From an optimization exercise on the open Yosys and OpenROAD flow, aimed at small area, a short achievable clock period and few clock cycles per item; shortcuts taken in it are not production practice.
Only simulation tests tie the RTL to the original design; equivalence was not proved.

==> flow/design.v, too long to show whole: its modules and the start of the top module <==
// module pe_diag: 496 lines
// module cov_fa: 4 lines
// module cov_fx: 6 lines
// module cov_fm: 6 lines
// module cov_mux2: 3 lines
// module cov_xor2: 3 lines
// module cov_maj3: 3 lines
// module cov_ha: 4 lines
// module cov_g0: 3 lines
// module cov_g1: 3 lines
// module cov_g2: 3 lines
// module cov_g3: 3 lines
// module cov_g4: 3 lines
// module cov_g5: 3 lines
// module pe_offdiag: 561 lines
// module cov_cpa: 264 lines
// module Calu_Covariance_Top: 187 lines
// module cov_add_nn: 146 lines
// module cov_add_pn: 163 lines
module Calu_Covariance_Top #(
    parameter N           = 4,
    parameter DATA_WIDTH  = 16,
    parameter ACC_WIDTH   = 32,
    parameter SAMPLES_NUM = 128,
    parameter DONE_WAIT_CYCLES = 10
)(
    input  wire                       iclk,
    input  wire                       irst_n,
    input  wire                       istart,
    input  wire                       idata_valid,
    input  wire [N*DATA_WIDTH-1:0]    idata_i,
    input  wire [N*DATA_WIDTH-1:0]    idata_q,
    output wire [N*ACC_WIDTH-1:0]           oresult_diag,
    output wire [(N*(N-1)/2)*ACC_WIDTH-1:0] oresult_upper_q,
    output wire [(N*(N-1)/2)*ACC_WIDTH-1:0] oresult_upper_i,
    output wire                       oresult_valid,
    output wire                       ocalu_done
);
  // ...
==> flow/flow/run.sh <==
#!/bin/bash
# Own layout flow: the standard layout (standard.sh, unchanged synthesis,
# floorplan, power grid, placement, CTS and routing), run with extra make
# settings on the command line:
#   SETUP_SLACK_MARGIN   timing repair aims for this much setup slack
#   BUFFER_PORTS_ARGS    port buffers are buf_4 cells, not delay buffers
#   MATCH_CELL_FOOTPRINT repair may swap a cell for any cell of the same function
# The clock period and constraints are the standard flow's (constraint.sdc).
# make's full output goes to flow_make.log in this folder; ORFS's per-step
# logs stay under orfs/logs/.
set -euo pipefail
EXTRA="SETUP_SLACK_MARGIN=${FLOW_SETUP_MARGIN:-5.5} 'BUFFER_PORTS_ARGS=-buffer_cell sky130_fd_sc_hd__buf_4' MATCH_CELL_FOOTPRINT=0"
sed "s|CLKGATE_MAP_FILE= |CLKGATE_MAP_FILE= ${EXTRA} |" standard.sh > flow_standard.sh
grep -q "SETUP_SLACK_MARGIN=" flow_standard.sh
bash flow_standard.sh > flow_make.log 2>&1
test -s out/final.def
==> flow/standard.sh <==
#!/bin/bash
# synth_recipe.tcl (not shown) runs the flow's synth.tcl, then flattens the netlist and writes it again
# the make line also repeats each setting of config.mk as NAME=value (left out here)
make -C /OpenROAD-flow-scripts/flow DESIGN_CONFIG=/design/flow/config.mk WORK_HOME=/design/flow/orfs CLKGATE_MAP_FILE= SYNTH_SCRIPT=/design/flow/synth_recipe.tcl "${@:-finish}"
==> flow/config.mk <==
export PLATFORM = sky130hd
export DESIGN_NAME = Calu_Covariance_Top
export DESIGN_NICKNAME = Calu_Covariance_Top
export VERILOG_FILES = /design/flow/design.v
export SDC_FILE = /design/flow/constraint.sdc
export NUM_CORES = 8
export LEC_CHECK = 0
export CAP_MARGIN = 20
export CORE_MARGIN = 2
export CORE_UTILIZATION = 60
export CTS_CLUSTER_DIAMETER = 120
export CTS_CLUSTER_SIZE = 20
export PLACE_DENSITY = 0.68
export SLEW_MARGIN = 20
export SYNTH_HIERARCHICAL = 1
==> flow/constraint.sdc <==
create_clock -name core_clock -period 9.0 [get_ports {iclk}]
set_input_delay 1.8000 -clock core_clock [delete_from_list [all_inputs] [get_ports {iclk}]]
set_output_delay 1.8000 -clock core_clock [all_outputs]
set_load 0.01 [all_outputs]
==> out/summary.txt, run 1 <==
Core Rows: 223
initial antenna violation count: 128
global-route wire length before repair: 1060 mm
CTS resizes: 1063
clk_skew: 0.0817 ns
most numerous cell in the Yosys netlist: xor2_1
Syn Std Cell Area: 223000 µm²
Placed Cells: 25500
drt pass-1 iters: 9
required time of the critical path: 9.78 ns
Layout Check Failures: antenna rules
largest net degree at the start of global routing: 113
inverter count: 895
initial DRC count: 15200
CTS tree: built
FMAX: 278 MHz
Routed Antenna Nets: 1
Core ar.: 369000 µm²
worst hold path startpoint: u_re0.corr$_DFF_PN0_
Synth top cells by count: xor2_1, nor2_1, fa_1
sequential cells: 2419
R2R setup slack: 5.41 ns
biggest regs: xi: 64 flops, xq: 64 flops
Worst Setup EP: u_re5.rb[11]$_DFF_P_
Tap Cells: 4950
setup tns final: 0 ns
status: failed layout checks
Testbench counts, summed over its fixed seeds: cycles 18,352, frames 128.
==> run 2: changes to the inputs <==
--- a/flow/flow/run.sh
+++ b/flow/flow/run.sh
@@ -5,11 +5,12 @@
 #   SETUP_SLACK_MARGIN   timing repair aims for this much setup slack
 #   BUFFER_PORTS_ARGS    port buffers are buf_4 cells, not delay buffers
 #   MATCH_CELL_FOOTPRINT repair may swap a cell for any cell of the same function
+#   MAX_REPAIR_ANTENNAS_ITER_* more antenna-repair rounds after routing
 # The clock period and constraints are the standard flow's (constraint.sdc).
 # make's full output goes to flow_make.log in this folder; ORFS's per-step
 # logs stay under orfs/logs/.
 set -euo pipefail
-EXTRA="SETUP_SLACK_MARGIN=${FLOW_SETUP_MARGIN:-5.5} 'BUFFER_PORTS_ARGS=-buffer_cell sky130_fd_sc_hd__buf_4' MATCH_CELL_FOOTPRINT=0"
+EXTRA="SETUP_SLACK_MARGIN=${FLOW_SETUP_MARGIN:-5.5} 'BUFFER_PORTS_ARGS=-buffer_cell sky130_fd_sc_hd__buf_4' MATCH_CELL_FOOTPRINT=0 MAX_REPAIR_ANTENNAS_ITER_DRT=20 MAX_REPAIR_ANTENNAS_ITER_GRT=20"
 sed "s|CLKGATE_MAP_FILE= |CLKGATE_MAP_FILE= ${EXTRA} |" standard.sh > flow_standard.sh
 grep -q "SETUP_SLACK_MARGIN=" flow_standard.sh
 bash flow_standard.sh > flow_make.log 2>&1
==> out/summary.txt, run 2 <==
status: complete, no violations (was failed layout checks)
Routed Antenna Nets: 0 (was 1)
Post-synth ARST share: 1.94% (unchanged)
Critical path buffers and inverters: 0 (unchanged)
CTS tree: built (unchanged)
drt pass-1 iters: 9 (unchanged)
routed len/inst: 28.2 µm (about the same)
number of max-cap violations: 0 (unchanged)
Worst path most repeated cell: fa_1 (unchanged)
fin util: 65.0% (about the same)
input/output buffers: 645 (unchanged)
pre-CTS WS: 4.73 ns (unchanged)
largest net degree at the start of global routing: 113 (unchanged)
area leader, netlist: fa_1 (unchanged)
unrepaired setup endpoints after global routing: yes (unchanged)
total clock sinks: 2419 (unchanged)
setup tns final: 0 ns (unchanged)
Tmin final: 3.59 ns (about the same)
top-area cell type share of the netlist area: 27.5% (unchanged)
clk_skew: 0.0817 ns (about the same)
IO Pins: 646 (unchanged)
worst min-delay path category: flip-flop to flip-flop (unchanged)
cells along the critical path: o21bai_1 -> fa_1 -> fa_1 -> fa_1 -> fa_1 -> ha_1 (unchanged)
GRT overflow: 0 (unchanged)
WS Path Type: flip-flop to flip-flop (unchanged)
biggest regs: xi: 64 flops, xq: 64 flops (unchanged)
H-tree Lvls: 4 (unchanged)
YS warnings: 13 (unchanged)
Setup crit end kind: flip-flop (unchanged)
max incr delay on CP: 0.96 ns (about the same)
commonest cells after routing, fill and taps aside: nor2_1, xor2_1, fa_1 (unchanged)
final setup violation count: 0 (unchanged)
Post-synth EDFFs: 0 (unchanged)
nets: 25300 (unchanged)
CTS Hold Bufs: 0 (unchanged)
period utilization: 39.9% (about the same)
Yosys reg bits: 2419 (unchanged)
initial DRC count: 15200 (unchanged)
CP max stage cell: dfxtp_2 (unchanged)
Area growth syn-to-layout: 7.61% (was 7.60%)
Seq/Total Area, Yosys: 21.8% (unchanged)
Total GRT Usage: 39.4% (unchanged)
global-route wire length before repair: 1060 mm (unchanged)
Placed Cells: 25500 (unchanged)
vias in the first global route: 156000 (unchanged)
clk root buf: clkbuf_16 (unchanged)
dpl hpwl: 528 mm (unchanged)
Final WS setup: 5.41 ns (about the same)
ranking of synthesized cells by area: fa_1, dfxtp_1, xor2_1 (unchanged)
Clock Path Buffers: 4 (unchanged)
FMAX: 278 MHz (about the same)
CTS clk-pin slew, worst paths: 0.09 ns (about the same)
worst-path maximum fanout: 15 (unchanged)
Core Rows: 223 (unchanged)
Core ar.: 369000 µm² (unchanged)
Final Max Tran Viols: 0 (unchanged)
Num CTS Buffers: 150 (unchanged)
Starting Density: 60.4% (unchanged)
Hold Fails Final Rpt: 0 (unchanged)
most numerous cell in the Yosys netlist: xor2_1 (unchanged)
vias per cell: 5.90 (about the same)
initial antenna violation count: 128 (unchanged)
Worst-Margin Slew: 1.42 ns (about the same)
filler instances: 29600 (unchanged)
Worst setup SP type: flip-flop (unchanged)
commonest non-fill, non-tap cell in the layout: nor2_1 (unchanged)
chip width: 614 µm (unchanged)
Syn Std Cell Area: 223000 µm² (unchanged)
Critical Path AT: 4.38 ns (about the same)
Netlist cell types: 51 (unchanged)
WL final: 748 mm (about the same)
delay-heaviest family, CP: adder cells (unchanged)
worst skew pair latency: 0.96 ns (about the same)
required time of the critical path: 9.78 ns (about the same)
commonest register cell after synthesis: dfxtp_1 (unchanged)
worst relative slew slack: 5.17% (about the same)
Layout Cells excl Fill: 26500 (about the same)
layout cell share with drive strength beyond 1: 17.6% (unchanged)
Chip Height: 614 µm (unchanged)
area of the multi-input gates: 164000 µm² (unchanged)
syn avg cell area: 10.7 µm² (unchanged)
Post-Syn Instances: 20900 (unchanged)
# DRC: 0 (unchanged)
Synth top cells by count: xor2_1, nor2_1, fa_1 (unchanged)
RD Place Congestion: 0.998 (unchanged)
die footprint: 377000 µm² (unchanged)
Via Count: 157000 (about the same)
FF/Latch Area: 50800 µm² (unchanged)
-- run 2: path summary, 6_finish.rpt --
kind | from | end | slack (ns) | depth (start not counted)
worst max-delay path | u_d2.dm[10]$_DFF_P_ | u_re5.rb[11]$_DFF_P_ | 5.41 | 6
worst min-delay path | u_re0.corr$_DFF_PN0_ | u_re0.ra[1]$_DFF_P_ | 0.34 | 0
max in group asynchronous | irst_n | u_re3.clr$_DFF_PN0_ | 6.88 | 2
worst min register to register | u_re0.corr$_DFF_PN0_ | u_re0.ra[1]$_DFF_P_ | 0.34 | 0
worst max register to register | u_d2.dm[10]$_DFF_P_ | u_re5.rb[11]$_DFF_P_ | 5.41 | 6
min in group asynchronous | irst_n | cnt[1]$_DFFE_PN0P_ | 0.87 | 1
-- run 2: modules after synthesis, one instance, submodules excluded, excerpt --
| module | cells inside | area, µm² | flops+latches | times used |
|---|---|---|---|---|
| pe_offdiag | 511 | 4320 | 101 | 12 |
| cov_ha | 1 | 12.5 | 0 | 878 |
| Calu_Covariance_Top | 1042 | 13800 | 555 | 1 |
| cov_g5 | 1 | 3.75 | 0 | 120 |
| cov_fa | 1 | 20.0 | 0 | 3064 |
| cov_mux2 | 1 | 15.0 | 0 | 280 |
-- run 2: timing repair --
item | in CTS | in global routing
endpoints found under the setup margin | 647 | 278
resized for setup | 1063 | 494
cloned | 0 | 2
pin swaps | 36 | 156
setup buffers | 91 | 342
endpoints found under the hold margin | 0 | 0
-- run 2: cells by family after synthesis --
family | count (synthesis) | synth area share (%)
adders and majority gates | 4932 | 37.4
AOI/OAI and AO/OA | 2187 | 7.35
DFF | 2419 | 21.8
buffers and inverters | 2029 | 5.71
other | 4 | 0.00673
and+or+nand+nor | 5314 | 11.2
xor gates and xnor gates | 3714 | 14.6
muxes | 285 | 1.91
-- run 2: area by class of cell --
cell class	count	share of cell area [%]
diodes	335	0.349
repair buffers	1280	4.48
well taps	4950	2.58
clock inverters	29	0.158
multi-input cells	16400	68.2
inverters	895	1.41
clock buffers	185	1.65
flip-flops and latches	2419	21.2
-- run 2: routing by layer --
layer | share of wire (%) | global-route usage, % | up-vias
met5 | 0.15 | 0.542 | -
met4 | 10 | 35.3 | 61
met3 | 13 | 16.2 | 2457
met2 | 41 | 54.9 | 9272
met1 | 36 | 46.5 | 78300
li1 | - | - | 66500
-- run 2: per-stage QoR --
stage	area [µm²]	hold slack, ns
6_report	240000	0.344
5_1_grt	240000	0.351
4_1_cts	234000	0.346
3_5_place_dp	226000	0.327
3_3_place_gp	226000	0.324
2_1_floorplan	223000	0.324

## separate check: timing with driven ports
Ports are ideal in the flow. The routed layouts listed here were re-timed in OpenROAD.
Step 1: set_driving_cell puts a clkbuf_16 on iclk and a buf_2 on each other input, an assumption about the parent block.
Step 2 also shifts input and output timing later by t, the mid clock arrival at the registers, as if the neighbouring blocks saw the same clock.
Three values: no drivers, after step 1, after step 2; two values: the first two.
run | shift t [ns] | slack for setup (ns) | worst setup path at the end | worst register clock-pin slew, ns | cell pins on the clock port's net
run 1 | 1.038 | 5.405 / 5.398 / 4.908 | input to register | 0.10 / 0.10 | 1
run 2 | 1.038 | 5.405 / 5.398 / 4.908 | input to register | 0.10 / 0.10 | 1
